Context: an optimization exercise on an open-source flow, tuned for a short achievable clock period and few clock cycles. The choices shown serve that exercise and are no tape-out recipe. RTL that was checked went through simulation tests only; none was proved equivalent to the original. Power is estimated from default activity; no workload was simulated.

Setup of the previous run:
// arm_cpu
module arm_cpu (
    input clk,
    input rst_n,
    output mem_req,
    output mem_rw,
    output [1:0] mem_size,
    output [7:0] mem_addr,
    output [31:0] mem_wdata,
    input [31:0] mem_rdata,
    input mem_ack
    );
    reg        req;
    reg        phF, phD1, phD2, phB;   
    reg        rw;
    reg [1:0]  sz;
    reg [7:0]  fa;           
    reg [7:0]  maddr;        
    reg [31:0] wdo;          
    reg [31:0] r15v;         
    reg        fetched;      
    reg [31:0] ir;
    reg [31:0] wd2;          
    reg [7:0]  a2;           
    reg [31:0] ld_q;         
    reg        ld_w;         
    reg [3:0]  ld_dst_q;
    reg [3:0]  flg;          
    reg [31:0] rf [0:14];
    reg        x1_dp, x1_bl;
    reg        x2_we, x2_flg, x2_link;
    reg [3:0]  x2_rd, x2_op;
    reg [31:0] x2_A, x2_B;
    reg [32:0] x2_X, x2_Y;
    reg        x2_ci, x2_arith, x2_vpre, x2_vbit, x2_shc;
    wire ack = mem_ack && req;
    function [31:0] rdreg(input [3:0] n);
        rdreg = (n == 4'd15) ? r15v : rf[n];
    endfunction
    function [7:0] rdreg8(input [3:0] n);
        rdreg8 = (n == 4'd15) ? r15v[7:0] : rf[n][7:0];
    endfunction
    wire [31:0] alu_o;
    wire [3:0]  alu_f;
    alu ex_alu (alu_o, alu_f, x2_op, x2_A, x2_B, x2_X, x2_Y, x2_ci, x2_arith, x2_vpre, x2_vbit,
                x2_shc, flg[0]);
    wire [31:0] x2_res = x2_link ? x2_A : alu_o;
    wire [3:0] fl = x2_flg ? alu_f : flg;
    wire [31:0] fi = mem_rdata;
    wire N = fl[3], Z = fl[2], C = fl[1], V = fl[0];
    wire [15:0] cv = {1'b0, 1'b1, Z || (N != V), !Z && (N == V), N != V, N == V, !C && Z, C && !Z,
                      !V, V, !N, N, !C, C, !Z, Z};
    wire f_cond = cv[fi[31:28]];
    wire f_dp   = (fi[27:25] == 3'b001) || (fi[27:25] == 3'b000 && fi[4] == 1'b0);
    wire f_br   = (fi[27:25] == 3'b101);
  ...
export LEC_CHECK = 0
export CAP_MARGIN = 40
export CORE_MARGIN = 2
export CORE_UTILIZATION = 55
export PLACE_DENSITY = 0.65
export SLEW_MARGIN = 30
create_clock -name core_clock -period 15.0 [get_ports {clk}]
standard.sh (not shown) runs the stock make flow with config.mk's settings and CLKGATE_MAP_FILE= SYNTH_SCRIPT=/design/flow/synth_recipe.tcl, a recipe that flattens the netlist after the stock synthesis.
==> flow/flow/run.sh <==
#!/bin/bash
# Standard layout (the standard.sh, unchanged synthesis), with ORFS's
# repair_timing asked to keep a setup slack margin well beyond the clock
# constraint, so that it shortens paths the 15 ns constraint alone leaves alone.
export SETUP_SLACK_MARGIN=10.5
bash standard.sh > standard.log 2>&1
The previous run: aborted in 5_1_grt (tool error)
Testbench counts of the previous run, summed over its fixed seeds: cycles 59,889.
Edits applied to the flow inputs when going from the previous run to the current run:
Settings: PLACE_DENSITY changed from 0.65 to 0.45; CORE_UTILIZATION changed from 55 to 25.
### Flow results
Reported for the current run and the previous run, number of nets produced by synthesis turned out identical to the last digit.
The current run went all the way through synthesis, placement and routing and the layout is clean on timing, DRC and antenna.
Re multiplexer area fraction after synthesis: no difference whatsoever between the previous run and the current run.
Synthesized cell count came out exactly the same in the current run and the previous run.
From the previous run to the current run the numbers moved as follows: synthesized area level, setup fix buffers added after clock tree synthesis rose 43, final weighted congestion of routability-driven global placement went down by 0.15, count of hold buffers inserted by post-cts repair held steady.
Going from the previous run to the current run, the die boundary height was found to have gone up by about 50%.
Post-DP HPWL on the current run is behind the previous run.
Re portion of the post-synthesis area used by sequential elements: no difference whatsoever between the previous run and the current run.


## v16
Another version of the RTL of arm_cpu (not shown whole).
For scale: about 7900 cells after synthesis, about 79 I/O pins, about 0.066 mm2 of cells after synthesis.
Settings: LEC_CHECK=0, CAP_MARGIN=40, CORE_MARGIN=2, CORE_UTILIZATION=33, PLACE_DENSITY=0.5, SLEW_MARGIN=30; clock period 15.0 ns.
==> flow/flow/run.sh <==
#!/bin/bash
# Standard layout (the standard.sh, unchanged synthesis), with two changes
# to how the layout is made:
#  - ORFS's repair_timing is asked to keep a setup slack margin well beyond the
#    clock constraint, so that it shortens paths the 15 ns constraint alone
#    leaves alone;
#  - the port buffers are plain buffers (buf_8) instead of the delay buffers
#    buffer_ports picks by default.
export SETUP_SLACK_MARGIN=11
export BUFFER_PORTS_ARGS="-buffer_cell sky130_fd_sc_hd__buf_8"
bash standard.sh > standard.log 2>&1
## Diff of input files: v22 against v16
# v16
export LEC_CHECK = 0
export CAP_MARGIN = 40
export CORE_MARGIN = 2
export CORE_UTILIZATION = 33
export PLACE_DENSITY = 0.5
export SLEW_MARGIN = 30
create_clock -name core_clock -period 15.0 [get_ports {clk}]
# v22
export LEC_CHECK = 0
export CAP_MARGIN = 40
export CORE_MARGIN = 2
export CORE_UTILIZATION = 25
export PLACE_DENSITY = 0.45
export SLEW_MARGIN = 30
create_clock -name core_clock -period 15.0 [get_ports {clk}]
==> run notes <==
- v22 vs. v16: fmax went down by about 1.9%.
- From v16 to v22 the numbers moved as follows: global-route usage down 10 points, number of cells on the worst reg-to-reg path down 1.
- As of v22, combinational power had risen by a few percent compared to v16.
- From v16 to v22 the numbers moved as follows: clock share of power lower, final cycle utilization of the critical path higher.
- Compared with v16, in v22 fraction of layout cells with a size suffix above 1 picked up an extra 1.3 points; initial standard-cell utilization of the core lost 8.0 points.
No run of this note included a check of the RTL's function; only the layout flow was run.

## port drivers added, routing unchanged
Ports are ideal in the flow. The routed layouts listed here were re-timed in OpenROAD.
Step 1: set_driving_cell puts a clkbuf_16 on clk and a buf_2 on each other input, an assumption about the parent block.
Step 2, shift: input delay + t, output delay - t, t = (earliest + latest rising clock arrival at the registers) / 2. This alone moves slack from input paths to output paths.
Slacks: ideal ports / drivers / drivers and shift; pairs: ideal ports / drivers.
run	t, ns	setup WS [ns]	worst setup path at the end	slew at the worst register clock pin (ns)	pins driven straight from the clock port
the current run	0.920	10.207 / 10.097 / 9.542	input to register	0.07 / 0.07	1
v16	0.920	10.357 / 10.256 / 9.702	input to register	0.07 / 0.07	1
v22	0.919	10.268 / 10.163 / 9.659	input to register	0.07 / 0.07	1
After both steps every run listed still meets setup and hold. For the current run, which loses most, drivers alone change the setup slack by -0.110 ns; drivers and shift together by -0.665 ns.
